Background: an optimization exercise with open tools, aiming at small area and a short achievable clock period. Do not read the settings as production practice. No functional check of the RTL was part of this run. Power figures rest on the tool's default switching activity, not on a simulated workload.

### design/flow/flow/post_gpl.tcl
# Port buffers are inserted as buf_1; the input ones each drive a PE's partial
# products, so they get a stronger buffer, and so do the inverters they drive.
foreach inst [get_cells input*] {
  replace_cell $inst sky130_fd_sc_hd__buf_4
  foreach pin [get_pins -of_objects [get_nets -of_objects [get_pins [get_full_name $inst]/X]] -filter "direction == input"] {
    set c [get_cells -of_objects $pin]
    if {[get_property $c ref_name] == "sky130_fd_sc_hd__inv_1"} {
      replace_cell $c sky130_fd_sc_hd__inv_4
    }
  }
}
### design/flow/constraint.sdc
create_clock -name core_clock -period 6.0 [get_ports {clk}]
set_input_delay 1.2000 -clock core_clock [delete_from_list [all_inputs] [get_ports {clk}]]
set_output_delay 1.2000 -clock core_clock [all_outputs]
set_load 0.01 [all_outputs]
### design/flow/design.v
module top(clk,reset,a1,a2,a3,b1,b2,b3,c1,c2,c3,c4,c5,c6,c7,c8,c9);
 input wire clk,reset;
 input wire [7:0] a1,a2,a3,b1,b2,b3;
 output wire [16:0] c1,c2,c3,c4,c5,c6,c7,c8,c9;
 reg [7:0] a01n,a02n,a11n,a12n,a21n,a22n,b10n,b11n,b12n,b20n,b21n,b22n;
 reg [16:0] acc1,acc2,acc3,acc4,acc5,acc6,acc7,acc8,acc9;
 wire [16:0] n1,n2,n3,n4,n5,n6,n7,n8,n9;
 wire rst_n = ~reset;
 wire [7:0] a1g, a2g, a3g, b1g, b2g, b3g;
 nand8 g1 (a1, rst_n, a1g);
 nand8 g2 (a2, rst_n, a2g);
 nand8 g3 (a3, rst_n, a3g);
 nand8 g4 (b1, rst_n, b1g);
 nand8 g5 (b2, rst_n, b2g);
 nand8 g6 (b3, rst_n, b3g);
 wire [7:0] a1n = ~a1, a2n = ~a2, a3n = ~a3, b1n = ~b1, b2n = ~b2, b3n = ~b3;
 mac_in  m1 (.an(a1n),  .bn(b1n),  .acc(acc1), .reset(reset), .nxt(n1));
 mac_in  m2 (.an(a01n), .bn(b2n),  .acc(acc2), .reset(reset), .nxt(n2));
 mac_in  m3 (.an(a02n), .bn(b3n),  .acc(acc3), .reset(reset), .nxt(n3));
 mac_in  m4 (.an(a2n),  .bn(b10n), .acc(acc4), .reset(reset), .nxt(n4));
 mac_reg m5 (.an(a11n), .bn(b11n), .acc(acc5), .reset(reset), .nxt(n5));
 mac_reg m6 (.an(a12n), .bn(b12n), .acc(acc6), .reset(reset), .nxt(n6));
 mac_in  m7 (.an(a3n),  .bn(b20n), .acc(acc7), .reset(reset), .nxt(n7));
 mac_reg m8 (.an(a21n), .bn(b21n), .acc(acc8), .reset(reset), .nxt(n8));
 mac_reg m9 (.an(a22n), .bn(b22n), .acc(acc9), .reset(reset), .nxt(n9));
 always @(posedge clk) begin
    if (reset) begin
      a02n <= 8'hff; a12n <= 8'hff; a22n <= 8'hff;
      b20n <= 8'hff; b21n <= 8'hff; b22n <= 8'hff;
    end
    else begin
      a02n <= a01n; a12n <= a11n; a22n <= a21n;
      b20n <= b10n; b21n <= b11n; b22n <= b12n;
    end
    a01n <= a1g; a11n <= a2g; a21n <= a3g; b10n <= b1g; b11n <= b2g; b12n <= b3g;
    acc1 <= n1; acc2 <= n2; acc3 <= n3; acc4 <= n4; acc5 <= n5;
    acc6 <= n6; acc7 <= n7; acc8 <= n8; acc9 <= n9;
 end
 assign c1 = acc1; assign c2 = acc2; assign c3 = acc3;
 assign c4 = acc4; assign c5 = acc5; assign c6 = acc6;
 assign c7 = acc7; assign c8 = acc8; assign c9 = acc9;
endmodule
module mac_in(input wire [7:0] an, input wire [7:0] bn, input wire [16:0] acc, input wire reset, output wire [16:0] nxt);
  wire pp0_0 = ~an[0] & ~bn[0];
  wire pp0_1 = ~an[0] & ~bn[1];
  wire pp0_2 = ~an[0] & ~bn[2];
  wire pp0_3 = ~an[0] & ~bn[3];
  wire pp0_4 = ~an[0] & ~bn[4];
  wire pp0_5 = ~an[0] & ~bn[5];
  wire pp0_6 = ~an[0] & ~bn[6];
  wire pp0_7 = ~an[0] & ~bn[7];
  wire pp1_0 = ~an[1] & ~bn[0];
  wire pp1_1 = ~an[1] & ~bn[1];
  wire pp1_2 = ~an[1] & ~bn[2];
  wire pp1_3 = ~an[1] & ~bn[3];
  wire pp1_4 = ~an[1] & ~bn[4];
  wire pp1_5 = ~an[1] & ~bn[5];
  wire pp1_6 = ~an[1] & ~bn[6];
  wire pp1_7 = ~an[1] & ~bn[7];
  wire pp2_0 = ~an[2] & ~bn[0];
  wire pp2_1 = ~an[2] & ~bn[1];
  wire pp2_2 = ~an[2] & ~bn[2];
  wire pp2_3 = ~an[2] & ~bn[3];
  wire pp2_4 = ~an[2] & ~bn[4];
  wire pp2_5 = ~an[2] & ~bn[5];
  wire pp2_6 = ~an[2] & ~bn[6];
  wire pp2_7 = ~an[2] & ~bn[7];
  wire pp3_0 = ~an[3] & ~bn[0];
  wire pp3_1 = ~an[3] & ~bn[1];
  wire pp3_2 = ~an[3] & ~bn[2];
  wire pp3_3 = ~an[3] & ~bn[3];
  wire pp3_4 = ~an[3] & ~bn[4];
  wire pp3_5 = ~an[3] & ~bn[5];
  wire pp3_6 = ~an[3] & ~bn[6];
  wire pp3_7 = ~an[3] & ~bn[7];
  wire pp4_0 = ~an[4] & ~bn[0];
  wire pp4_1 = ~an[4] & ~bn[1];
  wire pp4_2 = ~an[4] & ~bn[2];
  wire pp4_3 = ~an[4] & ~bn[3];
  wire pp4_4 = ~an[4] & ~bn[4];
  wire pp4_5 = ~an[4] & ~bn[5];
  wire pp4_6 = ~an[4] & ~bn[6];
  wire pp4_7 = ~an[4] & ~bn[7];
  wire pp5_0 = ~an[5] & ~bn[0];
  wire pp5_1 = ~an[5] & ~bn[1];
  wire pp5_2 = ~an[5] & ~bn[2];
  wire pp5_3 = ~an[5] & ~bn[3];
  wire pp5_4 = ~an[5] & ~bn[4];
  wire pp5_5 = ~an[5] & ~bn[5];
  wire pp5_6 = ~an[5] & ~bn[6];
  wire pp5_7 = ~an[5] & ~bn[7];
  wire pp6_0 = ~an[6] & ~bn[0];
  wire pp6_1 = ~an[6] & ~bn[1];
  wire pp6_2 = ~an[6] & ~bn[2];
  wire pp6_3 = ~an[6] & ~bn[3];
  wire pp6_4 = ~an[6] & ~bn[4];
  wire pp6_5 = ~an[6] & ~bn[5];
  wire pp6_6 = ~an[6] & ~bn[6];
  wire pp6_7 = ~an[6] & ~bn[7];
  wire pp7_0 = ~an[7] & ~bn[0];
  wire pp7_1 = ~an[7] & ~bn[1];
  wire pp7_2 = ~an[7] & ~bn[2];
  wire pp7_3 = ~an[7] & ~bn[3];
  wire pp7_4 = ~an[7] & ~bn[4];
  wire pp7_5 = ~an[7] & ~bn[5];
  wire pp7_6 = ~an[7] & ~bn[6];
  wire pp7_7 = ~an[7] & ~bn[7];
  wire s1, c1;
  ha us1 (acc[5], pp0_5, s1, c1);
  wire s2, c2;
  fax us2 (acc[6], pp0_6, pp1_5, s2, c2);
  wire s3, c3;
  hax us3 (pp2_4, pp3_3, s3, c3);
  wire s4, c4;
  fax us4 (acc[7], pp0_7, pp1_6, s4, c4);
  wire s5, c5;
  fax us5 (pp2_5, pp3_4, pp4_3, s5, c5);
  wire s6, c6;
  ha us6 (pp5_2, pp6_1, s6, c6);
  wire s7, c7;
  fax us7 (acc[8], pp1_7, pp2_6, s7, c7);
  wire s8, c8;
  fa us8 (pp3_5, pp4_4, pp5_3, s8, c8);
  wire s9, c9;
  hax us9 (pp6_2, pp7_1, s9, c9);
  wire s10, c10;
  fax us10 (acc[9], pp2_7, pp3_6, s10, c10);
  wire s11, c11;
  fax us11 (pp4_5, pp5_4, pp6_3, s11, c11);
  wire s12, c12;
  fax us12 (acc[10], pp3_7, pp4_6, s12, c12);
  wire s13, c13;
  ha us13 (acc[3], pp0_3, s13, c13);
  wire s14, c14;
  fa us14 (acc[4], pp0_4, pp1_3, s14, c14);
  wire s15, c15;
  ha us15 (pp2_2, pp3_1, s15, c15);
  wire s16, c16;
  fax us16 (pp1_4, pp2_3, pp3_2, s16, c16);
  wire s17, c17;
  fax us17 (pp4_1, pp5_0, s1, s17, c17);
  wire s18, c18;
  fa us18 (pp4_2, pp5_1, pp6_0, s18, c18);
  wire s19, c19;
  fax us19 (c1, s3, s2, s19, c19);
  wire s20, c20;
  fax us20 (pp7_0, c3, s6, s20, c20);
  wire s21, c21;
  fa us21 (c2, s4, s5, s21, c21);
  wire s22, c22;
  fax us22 (c6, s9, c4, s22, c22);
  wire s23, c23;
  fax us23 (c5, s7, s8, s23, c23);
  wire s24, c24;
  fax us24 (pp7_2, c9, c7, s24, c24);
  wire s25, c25;
  fa us25 (c8, s10, s11, s25, c25);
  wire s26, c26;
  fa us26 (pp5_5, pp6_4, pp7_3, s26, c26);
  wire s27, c27;
  fa us27 (c10, c11, s12, s27, c27);
  wire s28, c28;
  fa us28 (acc[11], pp4_7, pp5_6, s28, c28);
  wire s29, c29;
  fax us29 (pp6_5, pp7_4, c12, s29, c29);
  wire s30, c30;
  fa us30 (acc[12], pp5_7, pp6_6, s30, c30);
  wire s31, c31;
  ha us31 (acc[2], pp0_2, s31, c31);
  wire s32, c32;
  fa us32 (pp1_2, pp2_1, pp3_0, s32, c32);
  wire s33, c33;
  fa us33 (pp4_0, c13, s15, s33, c33);
  wire s34, c34;
  fa us34 (c15, c14, s16, s34, c34);
  wire s35, c35;
  fax us35 (c16, c17, s18, s35, c35);
  wire s36, c36;
  fa us36 (c18, s20, c19, s36, c36);
  wire s37, c37;
  fax us37 (c20, s22, c21, s37, c37);
  wire s38, c38;
  fax us38 (s24, c22, c23, s38, c38);
  wire s39, c39;
  fax us39 (s26, c24, s27, s39, c39);
  wire s40, c40;
  fax us40 (c26, s28, s29, s40, c40);
  wire s41, c41;
  fax us41 (pp7_5, c28, s30, s41, c41);
  wire s42, c42;
  fa us42 (acc[13], pp6_7, pp7_6, s42, c42);
  wire s43, c43;
  ha us43 (acc[1], pp0_1, s43, c43);
  wire s44, c44;
  fa us44 (pp1_1, pp2_0, s31, s44, c44);
  wire s45, c45;
  fa us45 (c31, s13, s32, s45, c45);
  wire s46, c46;
  fa us46 (c32, s14, s33, s46, c46);
  wire s47, c47;
  fa us47 (s17, c33, s34, s47, c47);
  wire s48, c48;
  fa us48 (s19, c34, s35, s48, c48);
  wire s49, c49;
  fax us49 (c35, s21, s36, s49, c49);
  wire s50, c50;
  fax us50 (s23, c36, s37, s50, c50);
  wire s51, c51;
  fax us51 (s25, s38, c37, s51, c51);
  wire s52, c52;
  fax us52 (c25, c38, s39, s52, c52);
  wire s53, c53;
  fax us53 (c27, s40, c39, s53, c53);
  wire s54, c54;
  fa us54 (c29, s41, c40, s54, c54);
  wire s55, c55;
  fa us55 (c30, s42, c41, s55, c55);
  wire s56, c56;
  fa us56 (acc[14], pp7_7, c42, s56, c56);
  wire rs0, rc1;
  ha r0 (acc[0], pp0_0, rs0, rc1);
  assign nxt[0] = rs0 & ~reset;
  wire rs1, rc2;
  fa r1 (pp1_0, s43, rc1, rs1, rc2);
  assign nxt[1] = rs1 & ~reset;
  wire rs2, rc3;
  fa r2 (s44, c43, rc2, rs2, rc3);
  assign nxt[2] = rs2 & ~reset;
  wire rs3, rc4;
  fa r3 (s45, c44, rc3, rs3, rc4);
  assign nxt[3] = rs3 & ~reset;
  wire p4_4, g4_4;
  x2 px4 (s46, c45, p4_4);
  assign g4_4 = s46 & c45;
  wire p5_5, g5_5;
  x2 px5 (s47, c46, p5_5);
  assign g5_5 = s47 & c46;
  wire p6_6, g6_6;
  x2 px6 (s48, c47, p6_6);
  assign g6_6 = s48 & c47;
  wire p7_7, g7_7;
  x2 px7 (s49, c48, p7_7);
  assign g7_7 = s49 & c48;
  wire p8_8, g8_8;
  x2 px8 (s50, c49, p8_8);
  assign g8_8 = s50 & c49;
  wire p9_9, g9_9;
  x2 px9 (s51, c50, p9_9);
  assign g9_9 = s51 & c50;
  wire p10_10, g10_10;
  x2 px10 (s52, c51, p10_10);
  assign g10_10 = s52 & c51;
  wire p11_11, g11_11;
  x2 px11 (s53, c52, p11_11);
  assign g11_11 = s53 & c52;
  wire p12_12, g12_12;
  x2 px12 (s54, c53, p12_12);
  assign g12_12 = s54 & c53;
  wire p13_13, g13_13;
  x2 px13 (s55, c54, p13_13);
  assign g13_13 = s55 & c54;
  wire p14_14, g14_14;
  x2 px14 (s56, c55, p14_14);
  assign g14_14 = s56 & c55;
  wire p15_15, g15_15;
  x2 px15 (acc[15], c56, p15_15);
  assign g15_15 = acc[15] & c56;
  wire g4_3 = g4_4 | (p4_4 & rc4);
  wire g5_4 = g5_5 | (p5_5 & g4_4);
  wire p5_4 = p5_5 & p4_4;
  wire g6_5 = g6_6 | (p6_6 & g5_5);
  wire p6_5 = p6_6 & p5_5;
  wire g7_6 = g7_7 | (p7_7 & g6_6);
  wire p7_6 = p7_7 & p6_6;
  wire g8_7 = g8_8 | (p8_8 & g7_7);
  wire p8_7 = p8_8 & p7_7;
  wire g9_8 = g9_9 | (p9_9 & g8_8);
  wire p9_8 = p9_9 & p8_8;
  wire g10_9 = g10_10 | (p10_10 & g9_9);
  wire p10_9 = p10_10 & p9_9;
  wire g11_10 = g11_11 | (p11_11 & g10_10);
  wire p11_10 = p11_11 & p10_10;
  wire g12_11 = g12_12 | (p12_12 & g11_11);
  wire p12_11 = p12_12 & p11_11;
  wire g13_12 = g13_13 | (p13_13 & g12_12);
  wire p13_12 = p13_13 & p12_12;
  wire g14_13 = g14_14 | (p14_14 & g13_13);
  wire p14_13 = p14_14 & p13_13;
  wire g15_14 = g15_15 | (p15_15 & g14_14);
  wire p15_14 = p15_15 & p14_14;
  wire g5_3 = g5_4 | (p5_4 & rc4);
  wire g6_3 = g6_5 | (p6_5 & g4_3);
  wire g7_4 = g7_6 | (p7_6 & g5_4);
  wire p7_4 = p7_6 & p5_4;
  wire g8_5 = g8_7 | (p8_7 & g6_5);
  wire p8_5 = p8_7 & p6_5;
  wire g9_6 = g9_8 | (p9_8 & g7_6);
  wire p9_6 = p9_8 & p7_6;
  wire g10_7 = g10_9 | (p10_9 & g8_7);
  wire p10_7 = p10_9 & p8_7;
  wire g11_8 = g11_10 | (p11_10 & g9_8);
  wire p11_8 = p11_10 & p9_8;
  wire g12_9 = g12_11 | (p12_11 & g10_9);
  wire p12_9 = p12_11 & p10_9;
  wire g13_10 = g13_12 | (p13_12 & g11_10);
  wire p13_10 = p13_12 & p11_10;
  wire g14_11 = g14_13 | (p14_13 & g12_11);
  wire p14_11 = p14_13 & p12_11;
  wire g15_12 = g15_14 | (p15_14 & g13_12);
  wire p15_12 = p15_14 & p13_12;
  wire g7_3 = g7_4 | (p7_4 & rc4);
  wire g8_3 = g8_5 | (p8_5 & g4_3);
  wire g9_3 = g9_6 | (p9_6 & g5_3);
  wire g10_3 = g10_7 | (p10_7 & g6_3);
  wire g11_4 = g11_8 | (p11_8 & g7_4);
  wire p11_4 = p11_8 & p7_4;
  wire g12_5 = g12_9 | (p12_9 & g8_5);
  wire p12_5 = p12_9 & p8_5;
  wire g13_6 = g13_10 | (p13_10 & g9_6);
  wire p13_6 = p13_10 & p9_6;
  wire g14_7 = g14_11 | (p14_11 & g10_7);
  wire p14_7 = p14_11 & p10_7;
  wire g15_8 = g15_12 | (p15_12 & g11_8);
  wire p15_8 = p15_12 & p11_8;
  wire g11_3 = g11_4 | (p11_4 & rc4);
  wire g12_3 = g12_5 | (p12_5 & g4_3);
  wire g13_3 = g13_6 | (p13_6 & g5_3);
  wire g14_3 = g14_7 | (p14_7 & g6_3);
  wire g15_3 = g15_8 | (p15_8 & g7_3);
  wire sn4;
  xn2 sx4 (p4_4, rc4, sn4);
  assign nxt[4] = ~(sn4 | reset);
  wire sn5;
  xn2 sx5 (p5_5, g4_3, sn5);
  assign nxt[5] = ~(sn5 | reset);
  wire sn6;
  xn2 sx6 (p6_6, g5_3, sn6);
  assign nxt[6] = ~(sn6 | reset);
  wire sn7;
  xn2 sx7 (p7_7, g6_3, sn7);
  assign nxt[7] = ~(sn7 | reset);
  wire sn8;
  xn2 sx8 (p8_8, g7_3, sn8);
  assign nxt[8] = ~(sn8 | reset);
  wire sn9;
  xn2 sx9 (p9_9, g8_3, sn9);
  assign nxt[9] = ~(sn9 | reset);
  wire sn10;
  xn2 sx10 (p10_10, g9_3, sn10);
  assign nxt[10] = ~(sn10 | reset);
  wire sn11;
  xn2 sx11 (p11_11, g10_3, sn11);
  assign nxt[11] = ~(sn11 | reset);
  wire sn12;
  xn2 sx12 (p12_12, g11_3, sn12);
  assign nxt[12] = ~(sn12 | reset);
  wire sn13;
  xn2 sx13 (p13_13, g12_3, sn13);
  assign nxt[13] = ~(sn13 | reset);
  wire sn14;
  xn2 sx14 (p14_14, g13_3, sn14);
  assign nxt[14] = ~(sn14 | reset);
  wire sn15;
  xn2 sx15 (p15_15, g14_3, sn15);
  assign nxt[15] = ~(sn15 | reset);
  wire sn16;
  xn2 sx16 (acc[16], g15_3, sn16);
  assign nxt[16] = ~(sn16 | reset);
endmodule
module mac_reg(input wire [7:0] an, input wire [7:0] bn, input wire [16:0] acc, input wire reset, output wire [16:0] nxt);
  wire pp0_0 = ~an[0] & ~bn[0];
  wire pp0_1 = ~an[0] & ~bn[1];
  wire pp0_2 = ~an[0] & ~bn[2];
  wire pp0_3 = ~an[0] & ~bn[3];
  wire pp0_4 = ~an[0] & ~bn[4];
  wire pp0_5 = ~an[0] & ~bn[5];
  wire pp0_6 = ~an[0] & ~bn[6];
  wire pp0_7 = ~an[0] & ~bn[7];
  wire pp1_0 = ~an[1] & ~bn[0];
  wire pp1_1 = ~an[1] & ~bn[1];
  wire pp1_2 = ~an[1] & ~bn[2];
  wire pp1_3 = ~an[1] & ~bn[3];
  wire pp1_4 = ~an[1] & ~bn[4];
  wire pp1_5 = ~an[1] & ~bn[5];
  wire pp1_6 = ~an[1] & ~bn[6];
  wire pp1_7 = ~an[1] & ~bn[7];
  wire pp2_0 = ~an[2] & ~bn[0];
  wire pp2_1 = ~an[2] & ~bn[1];
  wire pp2_2 = ~an[2] & ~bn[2];
  wire pp2_3 = ~an[2] & ~bn[3];
  wire pp2_4 = ~an[2] & ~bn[4];
  wire pp2_5 = ~an[2] & ~bn[5];
  wire pp2_6 = ~an[2] & ~bn[6];
  wire pp2_7 = ~an[2] & ~bn[7];
  wire pp3_0 = ~an[3] & ~bn[0];
  wire pp3_1 = ~an[3] & ~bn[1];
  wire pp3_2 = ~an[3] & ~bn[2];
  wire pp3_3 = ~an[3] & ~bn[3];
  wire pp3_4 = ~an[3] & ~bn[4];
  wire pp3_5 = ~an[3] & ~bn[5];
  wire pp3_6 = ~an[3] & ~bn[6];
  wire pp3_7 = ~an[3] & ~bn[7];
  wire pp4_0 = ~an[4] & ~bn[0];
  wire pp4_1 = ~an[4] & ~bn[1];
  wire pp4_2 = ~an[4] & ~bn[2];
  wire pp4_3 = ~an[4] & ~bn[3];
  wire pp4_4 = ~an[4] & ~bn[4];
  wire pp4_5 = ~an[4] & ~bn[5];
  wire pp4_6 = ~an[4] & ~bn[6];
  wire pp4_7 = ~an[4] & ~bn[7];
  wire pp5_0 = ~an[5] & ~bn[0];
  wire pp5_1 = ~an[5] & ~bn[1];
  wire pp5_2 = ~an[5] & ~bn[2];
  wire pp5_3 = ~an[5] & ~bn[3];
  wire pp5_4 = ~an[5] & ~bn[4];
  wire pp5_5 = ~an[5] & ~bn[5];
  wire pp5_6 = ~an[5] & ~bn[6];
  wire pp5_7 = ~an[5] & ~bn[7];
  wire pp6_0 = ~an[6] & ~bn[0];
  wire pp6_1 = ~an[6] & ~bn[1];
  wire pp6_2 = ~an[6] & ~bn[2];
  wire pp6_3 = ~an[6] & ~bn[3];
  wire pp6_4 = ~an[6] & ~bn[4];
  wire pp6_5 = ~an[6] & ~bn[5];
  wire pp6_6 = ~an[6] & ~bn[6];
  wire pp6_7 = ~an[6] & ~bn[7];
  wire pp7_0 = ~an[7] & ~bn[0];
  wire pp7_1 = ~an[7] & ~bn[1];
  wire pp7_2 = ~an[7] & ~bn[2];
  wire pp7_3 = ~an[7] & ~bn[3];
  wire pp7_4 = ~an[7] & ~bn[4];
  wire pp7_5 = ~an[7] & ~bn[5];
  wire pp7_6 = ~an[7] & ~bn[6];
  wire pp7_7 = ~an[7] & ~bn[7];
  wire s1, c1;
  ha us1 (pp0_5, pp1_4, s1, c1);
  wire s2, c2;
  fa us2 (pp0_6, pp1_5, pp2_4, s2, c2);
  wire s3, c3;
  ha us3 (pp3_3, pp4_2, s3, c3);
  wire s4, c4;
  fa us4 (pp0_7, pp1_6, pp2_5, s4, c4);
  wire s5, c5;
  fa us5 (pp3_4, pp4_3, pp5_2, s5, c5);
  wire s6, c6;
  ha us6 (pp6_1, pp7_0, s6, c6);
  wire s7, c7;
  fa us7 (pp1_7, pp2_6, pp3_5, s7, c7);
  wire s8, c8;
  fa us8 (pp4_4, pp5_3, pp6_2, s8, c8);
  wire s9, c9;
  ha us9 (pp7_1, acc[8], s9, c9);
  wire s10, c10;
  fa us10 (pp2_7, pp3_6, pp4_5, s10, c10);
  wire s11, c11;
  fa us11 (pp5_4, pp6_3, pp7_2, s11, c11);
  wire s12, c12;
  fa us12 (pp3_7, pp4_6, pp5_5, s12, c12);
  wire s13, c13;
  ha us13 (pp0_3, pp1_2, s13, c13);
  wire s14, c14;
  fa us14 (pp0_4, pp1_3, pp2_2, s14, c14);
  wire s15, c15;
  ha us15 (pp3_1, pp4_0, s15, c15);
  wire s16, c16;
  fa us16 (pp2_3, pp3_2, pp4_1, s16, c16);
  wire s17, c17;
  fa us17 (pp5_0, acc[5], s1, s17, c17);
  wire s18, c18;
  fa us18 (pp5_1, pp6_0, c1, s18, c18);
  wire s19, c19;
  fa us19 (acc[6], s3, s2, s19, c19);
  wire s20, c20;
  fa us20 (c3, acc[7], s6, s20, c20);
  wire s21, c21;
  fa us21 (c2, s4, s5, s21, c21);
  wire s22, c22;
  fa us22 (c6, c4, c5, s22, c22);
  wire s23, c23;
  fa us23 (s9, s7, s8, s23, c23);
  wire s24, c24;
  fa us24 (acc[9], c9, c7, s24, c24);
  wire s25, c25;
  fa us25 (c8, s10, s11, s25, c25);
  wire s26, c26;
  fa us26 (pp6_4, pp7_3, acc[10], s26, c26);
  wire s27, c27;
  fa us27 (c10, c11, s12, s27, c27);
  wire s28, c28;
  fa us28 (pp4_7, pp5_6, pp6_5, s28, c28);
  wire s29, c29;
  fa us29 (pp7_4, acc[11], c12, s29, c29);
  wire s30, c30;
  fa us30 (pp5_7, pp6_6, pp7_5, s30, c30);
  wire s31, c31;
  ha us31 (pp0_2, pp1_1, s31, c31);
  wire s32, c32;
  fa us32 (pp2_1, pp3_0, acc[3], s32, c32);
  wire s33, c33;
  fa us33 (c13, acc[4], s15, s33, c33);
  wire s34, c34;
  fa us34 (c15, c14, s16, s34, c34);
  wire s35, c35;
  fa us35 (c16, s18, c17, s35, c35);
  wire s36, c36;
  fa us36 (c18, c19, s20, s36, c36);
  wire s37, c37;
  fa us37 (c20, s22, c21, s37, c37);
  wire s38, c38;
  fa us38 (s24, c22, c23, s38, c38);
  wire s39, c39;
  fa us39 (s26, c24, s27, s39, c39);
  wire s40, c40;
  fa us40 (c26, s28, s29, s40, c40);
  wire s41, c41;
  fa us41 (acc[12], c28, s30, s41, c41);
  wire s42, c42;
  fa us42 (pp6_7, pp7_6, acc[13], s42, c42);
  wire s43, c43;
  ha us43 (pp0_1, pp1_0, s43, c43);
  wire s44, c44;
  fa us44 (pp2_0, acc[2], s31, s44, c44);
  wire s45, c45;
  fa us45 (c31, s13, s32, s45, c45);
  wire s46, c46;
  fa us46 (c32, s14, s33, s46, c46);
  wire s47, c47;
  fa us47 (c33, s17, s34, s47, c47);
  wire s48, c48;
  fa us48 (s19, c34, s35, s48, c48);
  wire s49, c49;
  fa us49 (c35, s21, s36, s49, c49);
  wire s50, c50;
  fa us50 (s23, c36, s37, s50, c50);
  wire s51, c51;
  fa us51 (s25, s38, c37, s51, c51);
  wire s52, c52;
  fa us52 (c25, s39, c38, s52, c52);
  wire s53, c53;
  fa us53 (c27, s40, c39, s53, c53);
  wire s54, c54;
  fa us54 (c29, s41, c40, s54, c54);
  wire s55, c55;
  fa us55 (c30, s42, c41, s55, c55);
  wire s56, c56;
  fa us56 (pp7_7, acc[14], c42, s56, c56);
  wire rs0, rc1;
  ha r0 (pp0_0, acc[0], rs0, rc1);
  assign nxt[0] = rs0 & ~reset;
  wire rs1, rc2;
  fa r1 (acc[1], s43, rc1, rs1, rc2);
  assign nxt[1] = rs1 & ~reset;
  wire rs2, rc3;
  fa r2 (s44, c43, rc2, rs2, rc3);
  assign nxt[2] = rs2 & ~reset;
  wire rs3, rc4;
  fa r3 (s45, c44, rc3, rs3, rc4);
  assign nxt[3] = rs3 & ~reset;
  wire rs4, rc5;
  fa r4 (s46, c45, rc4, rs4, rc5);
  assign nxt[4] = rs4 & ~reset;
  wire rs5, rc6;
  fa r5 (s47, c46, rc5, rs5, rc6);
  assign nxt[5] = rs5 & ~reset;
  wire p6_6, g6_6;
  x2 px6 (s48, c47, p6_6);
  assign g6_6 = s48 & c47;
  wire p7_7, g7_7;
  x2 px7 (s49, c48, p7_7);
  assign g7_7 = s49 & c48;
  wire p8_8, g8_8;
  x2 px8 (s50, c49, p8_8);
  assign g8_8 = s50 & c49;
  wire p9_9, g9_9;
  x2 px9 (s51, c50, p9_9);
  assign g9_9 = s51 & c50;
  wire p10_10, g10_10;
  x2 px10 (s52, c51, p10_10);
  assign g10_10 = s52 & c51;
  wire p11_11, g11_11;
  x2 px11 (s53, c52, p11_11);
  assign g11_11 = s53 & c52;
  wire p12_12, g12_12;
  x2 px12 (s54, c53, p12_12);
  assign g12_12 = s54 & c53;
  wire p13_13, g13_13;
  x2 px13 (s55, c54, p13_13);
  assign g13_13 = s55 & c54;
  wire p14_14, g14_14;
  x2 px14 (s56, c55, p14_14);
  assign g14_14 = s56 & c55;
  wire p15_15, g15_15;
  x2 px15 (acc[15], c56, p15_15);
  assign g15_15 = acc[15] & c56;
  wire g6_5 = g6_6 | (p6_6 & rc6);
  wire g7_6 = g7_7 | (p7_7 & g6_6);
  wire p7_6 = p7_7 & p6_6;
  wire g8_7 = g8_8 | (p8_8 & g7_7);
  wire p8_7 = p8_8 & p7_7;
  wire g9_8 = g9_9 | (p9_9 & g8_8);
  wire p9_8 = p9_9 & p8_8;
  wire g10_9 = g10_10 | (p10_10 & g9_9);
  wire p10_9 = p10_10 & p9_9;
  wire g11_10 = g11_11 | (p11_11 & g10_10);
  wire p11_10 = p11_11 & p10_10;
  wire g12_11 = g12_12 | (p12_12 & g11_11);
  wire p12_11 = p12_12 & p11_11;
  wire g13_12 = g13_13 | (p13_13 & g12_12);
  wire p13_12 = p13_13 & p12_12;
  wire g14_13 = g14_14 | (p14_14 & g13_13);
  wire p14_13 = p14_14 & p13_13;
  wire g15_14 = g15_15 | (p15_15 & g14_14);
  wire p15_14 = p15_15 & p14_14;
  wire g7_5 = g7_6 | (p7_6 & rc6);
  wire g8_5 = g8_7 | (p8_7 & g6_5);
  wire g9_6 = g9_8 | (p9_8 & g7_6);
  wire p9_6 = p9_8 & p7_6;
  wire g10_7 = g10_9 | (p10_9 & g8_7);
  wire p10_7 = p10_9 & p8_7;
  wire g11_8 = g11_10 | (p11_10 & g9_8);
  wire p11_8 = p11_10 & p9_8;
  wire g12_9 = g12_11 | (p12_11 & g10_9);
  wire p12_9 = p12_11 & p10_9;
  wire g13_10 = g13_12 | (p13_12 & g11_10);
  wire p13_10 = p13_12 & p11_10;
  wire g14_11 = g14_13 | (p14_13 & g12_11);
  wire p14_11 = p14_13 & p12_11;
  wire g15_12 = g15_14 | (p15_14 & g13_12);
  wire p15_12 = p15_14 & p13_12;
  wire g9_5 = g9_6 | (p9_6 & rc6);
  wire g10_5 = g10_7 | (p10_7 & g6_5);
  wire g11_5 = g11_8 | (p11_8 & g7_5);
  wire g12_5 = g12_9 | (p12_9 & g8_5);
  wire g13_6 = g13_10 | (p13_10 & g9_6);
  wire p13_6 = p13_10 & p9_6;
  wire g14_7 = g14_11 | (p14_11 & g10_7);
  wire p14_7 = p14_11 & p10_7;
  wire g15_8 = g15_12 | (p15_12 & g11_8);
  wire p15_8 = p15_12 & p11_8;
  wire g13_5 = g13_6 | (p13_6 & rc6);
  wire g14_5 = g14_7 | (p14_7 & g6_5);
  wire g15_5 = g15_8 | (p15_8 & g7_5);
  wire sn6;
  xn2 sx6 (p6_6, rc6, sn6);
  assign nxt[6] = ~(sn6 | reset);
  wire sn7;
  xn2 sx7 (p7_7, g6_5, sn7);
  assign nxt[7] = ~(sn7 | reset);
  wire sn8;
  xn2 sx8 (p8_8, g7_5, sn8);
  assign nxt[8] = ~(sn8 | reset);
  wire sn9;
  xn2 sx9 (p9_9, g8_5, sn9);
  assign nxt[9] = ~(sn9 | reset);
  wire sn10;
  xn2 sx10 (p10_10, g9_5, sn10);
  assign nxt[10] = ~(sn10 | reset);
  wire sn11;
  xn2 sx11 (p11_11, g10_5, sn11);
  assign nxt[11] = ~(sn11 | reset);
  wire sn12;
  xn2 sx12 (p12_12, g11_5, sn12);
  assign nxt[12] = ~(sn12 | reset);
  wire sn13;
  xn2 sx13 (p13_13, g12_5, sn13);
  assign nxt[13] = ~(sn13 | reset);
  wire sn14;
  xn2 sx14 (p14_14, g13_5, sn14);
  assign nxt[14] = ~(sn14 | reset);
  wire sn15;
  xn2 sx15 (p15_15, g14_5, sn15);
  assign nxt[15] = ~(sn15 | reset);
  wire sn16;
  xn2 sx16 (acc[16], g15_5, sn16);
  assign nxt[16] = ~(sn16 | reset);
endmodule
module nand8(input wire [7:0] x, input wire e, output wire [7:0] y);
  assign y = ~(x & {8{e}});
endmodule
module fa(input wire x, input wire y, input wire z, output wire s, output wire c);
  assign s = x ^ y ^ z;
  assign c = (x & y) | (z & (x ^ y));
endmodule
module fax(input wire x, input wire y, input wire z, output wire s, output wire c);
  wire t;
  x2 u0 (x, y, t);
  x2 u1 (t, z, s);
  assign c = (x & y) | (z & t);
endmodule
module ha(input wire x, input wire y, output wire s, output wire c);
  assign s = x ^ y;
  assign c = x & y;
endmodule
module hax(input wire x, input wire y, output wire s, output wire c);
  x2 u0 (x, y, s);
  assign c = x & y;
endmodule
module x2(input wire x, input wire y, output wire s);
  assign s = x ^ y;
endmodule
module xn2(input wire x, input wire y, output wire s);
  assign s = ~(x ^ y);
endmodule
### design/flow/config.mk
export PLATFORM = sky130hd
export DESIGN_NAME = top
export DESIGN_NICKNAME = top
export VERILOG_FILES = /design/flow/design.v
export SDC_FILE = /design/flow/constraint.sdc
export NUM_CORES = 4
export LEC_CHECK = 0
export CAP_MARGIN = 20
export CORE_MARGIN = 2
export CORE_UTILIZATION = 40
export SETUP_SLACK_MARGIN = 1.85
export SLEW_MARGIN = 20
export SYNTH_HIERARCHICAL = 1
### design/flow/flow/run.sh
#!/bin/bash
# Standard ORFS layout with buf_1 port buffers (input ones then upsized) and
# no CTS dummy loads.
set -euo pipefail
export BUFFER_PORTS_ARGS="-buffer_cell sky130_fd_sc_hd__buf_1"
export POST_GLOBAL_PLACE_TCL="$(pwd)/flow/post_gpl.tcl"
export CTS_ARGS="-sink_clustering_enable -repair_clock_nets -dont_use_dummy_load -buf_list sky130_fd_sc_hd__clkbuf_8"
export SETUP_MOVE_SEQUENCE="sizeup,swap"
bash standard.sh > standard_flow.log 2>&1
### design/flow/standard.sh
#!/bin/bash
# synth_recipe.tcl (not shown) runs the flow's synth.tcl, then flattens the netlist and writes it again
# the make line also repeats each setting of config.mk as NAME=value (left out here)
make -C /OpenROAD-flow-scripts/flow DESIGN_CONFIG=/design/flow/config.mk WORK_HOME=/design/flow/orfs CLKGATE_MAP_FILE= SYNTH_SCRIPT=/design/flow/synth_recipe.tcl "${@:-finish}"
==> summary.txt <==
worst max-delay path, cell delays in order (launching register included):
cell	delay (ns)
dfxtp_4	0.41
nor2_1	0.08
fa_1	0.43
fa_1	0.57
fa_2	0.46
fa_2	0.67
xor2_4	0.24
and4_4	0.27
a41oi_4	0.05
or3_4	0.40
a31oi_4	0.24
xnor2_2	0.14
nor2_1	0.05
cells in the final DEF (no fill, tap or decap), types with 12 or more instances in the layout:
master    count
a21oi_1      14
fa_1        268
nor2b_1      54
xor2_1      315
and2_1       14
inv_4        49
xor2_2       45
dfxtp_4      52
buf_4        52
ha_1         71
a22o_1      160
clkbuf_8     50
dfxtp_1     185
nand2_1     106
buf_1       153
nor2_2       28
or2_2        38
a32o_1       14
xnor2_1     104
fa_2         69
dfxtp_2      12
nor2_1      662
o21ai_1      23
a32oi_1      15
area by class of cell:
class / instances / area [sq um]
fillers: 5693 / 32300
multi-input cells: 2156 / 19700
flip-flops and latches: 249 / 5190
well taps: 782 / 978
repair buffers: 205 / 965
clock buffers: 50 / 688
inverters: 63 / 359
per-module statistics from Yosys (local to each module, per instance), excerpt:
module,times used,cells inside,flops+latches
fax,130,1,0
ha,71,1,0
mac_in,5,140,0
nand8,6,9,0
top,1,351,249
x2,370,1,0
xn2,109,1,0
repair_timing:
| item | 4_1_cts | 5_1_grt |
|---|---|---|
| endpoints found under the setup margin | 33 | 54 |
| gates cloned | 0 | 0 |
| hold endpoints to repair | 0 | 0 |
| resized for setup | 144 | 186 |
| pin swaps | 29 | 93 |
through the flow:
step	util, %	hold slack (ns)	worst slack (ns)	power [W]	cells
floorplan	-	0.406	1.83	0.00636	2632
global placement	42.4	0.489	1.24	0.00739	3455
detailed placement	42.9	0.501	1.33	0.00752	3455
CTS	44.8	0.521	1.84	0.00914	3505
global route	46.4	0.548	1.73	0.0102	3505
finish	46.4	0.511	1.85	0.00943	3505
routing by layer:
metal  vias up  track usage, %
li1       8594               -
met1      9510            26.0
met2       494            36.4
met3       138            4.05
met4         0            7.32
met5         -               0
power groups by stage:
stage / Sequential, W / Combinational (W) / Clock [W]
after floorplan: 0.00228 / 0.00408 / 0
after global placement: 0.00234 / 0.00505 / 0
after detailed placement: 0.00235 / 0.00517 / 0
after CTS: 0.00231 / 0.00530 / 0.00153
after global routing: 0.00234 / 0.00627 / 0.00159
final: 0.00230 / 0.00568 / 0.00145
cell families (layout without fill, tap and decap cells):
| group | after synthesis | count (layout) | share of synthesized area, % |
|---|---|---|---|
| simple gates | 957 | 957 | 16.5 |
| compound gates | 312 | 312 | 10.5 |
| flops | 249 | 249 | 20.6 |
| buf+inv | 227 | 318 | 3.61 |
| xor+xnor | 479 | 479 | 17.3 |
| fa+ha+maj | 408 | 408 | 31.5 |
how the worst max path moves through the flow:
| stage | end | slack (ns) | cells past startpoint | startpoint |
|---|---|---|---|---|
| finish | acc8[16]$_DFF_P_ | 1.85 | 12 | b21n[6]$_SDFF_PP1_ |
| global route | acc8[16]$_DFF_P_ | 1.73 | 12 | b21n[6]$_SDFF_PP1_ |
| CTS | acc8[16]$_DFF_P_ | 1.84 | 12 | b21n[7]$_SDFF_PP1_ |
| detailed placement | acc6[15]$_DFF_P_ | 1.33 | 12 | b12n[6]$_DFF_P_ |
| global placement | acc1[16]$_DFF_P_ | 1.24 | 16 | a1[0] |
| floorplan | acc2[16]$_DFF_P_ | 1.83 | 15 | b2[7] |
==> out/metrics.cfg <==
[worst_setup_path]
reg2reg_depth = 12
cp_max_fo = 8
timing.reg2reg.setup_slack_ns = 1.85
r2r_start = b21n[6]$_SDFF_PP1_
required_ns = 6.48
worstSetupPathType = flip-flop to flip-flop
start_kind = flip-flop
reg2reg_to = acc8[16]$_DFF_P_
worstSetupEndpointType = flip-flop
worstPathArrival_ns = 4.64

[synth]
synthTopCellsByArea = fa_1 28%, dfxtp_1 21%, xor2_1 13%, nor2_1 11%, a22o_1 5.8%
yosysSeqAreaShare_pct = 20.6
postSynthAreaPerCell_sq_um = 9.21
yosysWarnings = 7
synth_area_leader_cell = fa_1
synth_common_cells = 695 x nor2_1, 370 x xor2_1, 337 x fa_1
synth_cells = 2632
syn_area_sq_um = 24200
ys_types = 38
synth_nets = 3090
synth_flop_cell = dfxtp_1
synth_edf_count = 0
synthDominantCellAreaShare_pct = 27.8
async_flop_share_pct = 0
ys_seq_elements = 249
yosysMostFrequentCell = nor2_1

[timing]
tightest_slew_ns = 0.853
finalCritPeriodShare_pct = 69.2
hold_viol_final = 0
clock_skew_ns = 0.0491
relSlewSlack_pct = 43.2
post-route-min-period_ns = 4.15
tns_ns = 0
finalSetupViolations = 0
rsz0062_at_grt = yes
drv_slew = 0
clock.fmax_mhz = 241

[route]
wl_met3_mm = 3.64
drt_iter0_markers = 909
drcViolationCount = 0
ant_nets = 0
top_layer_used = met4
wl_per_cell_microns = 18.9
vias_per_cell = 5.35
wl_mm = 66.3
first_pass_iters = 5
met2_length_mm = 33.2
drt-met1-wl_mm = 27.2
dr_total_vias = 18736

[cells_and_area]
syn_to_final_growth_pct = 15.0
layout-drive-gt1-share_pct = 17.9
antennaDiodeCount = 0
design_area_sq_um = 27900
nNetsFinal = 3183

[floorplan]
die_h_microns = 250
core-area_sq_um = 60100
die_width_microns = 250
die_area_sq_um = 62600
std_cell_rows = 90
start_util_pct = 40.3
ios = 203

[grt]
track_usage_pct = 21.0
antenna_found_initial = 0
grt_pass1_wl_mm = 105
grt_max_degree = 81
grt_pass1_vias = 19836
grt_overflow = 0

[status]
status = no timing/DRC/antenna violations

[power_and_ir_drop]
vdd_ir_drop_max_mv = 0.461
combPwrFrac_pct = 60.2
power.share.switching_pct = 47.4
power.share.sequential_pct = 24.4
p_per_area_nw_per_um2 = 338
p_sw_w = 0.00447
p_int_w = 0.00496
p_leak_nw = 12.9
clock_power_share_pct = 15.4

[clock_tree]
numCtsBuffers = 50
cts_hold_buf = 0
worstSkewPairLatency_ns = 0.64
root_buffer = clkbuf_8
cts_tree = yes
postCtsSetupRepairBufs = 0
clk_pin_slew_ns = 0.06
cts_sinks = 249
htree_levels = 2
clockBufferDepth = 3

[placed_design]
dp_hpwl_mm = 51.0
io_buffers = 202
placed_area_sq_um = 25800

[hold_path]
min_to = acc9[16]$_DFF_P_
min_path_type = flip-flop to flip-flop
whs_path_depth = 2
min_from = acc9[16]$_DFF_P_

[flow_run]
maxCapViolations = 0

what the ideal ports hide:
No port has a modelled driver above. Below, the same layout with a new extraction and two added sets of constraints.
Step 1 (the two cells are an assumption about what drives the block):
set clk [get_ports {clk}]
set_driving_cell -lib_cell sky130_fd_sc_hd__clkbuf_16 $clk
set_driving_cell -lib_cell sky130_fd_sc_hd__buf_2 [delete_from_list [all_inputs] $clk]
Step 2 moves the port delays by t, midway between the first and last clock arrival at a register: inputs arrive t later, outputs are due t later. That takes back most of the time a late clock gives input paths.
Three values: ideal, step 1, step 2; two values: the first two.
t, ns: 0.669
slack for setup (ns): 1.846 / 1.846 / 1.314
slew at the worst register clock pin (ns): 0.06 / 0.06
After both steps setup and hold are still met in this run. The setup slack of this run moves by 0.000 ns with the drivers and by -0.532 ns with both steps.
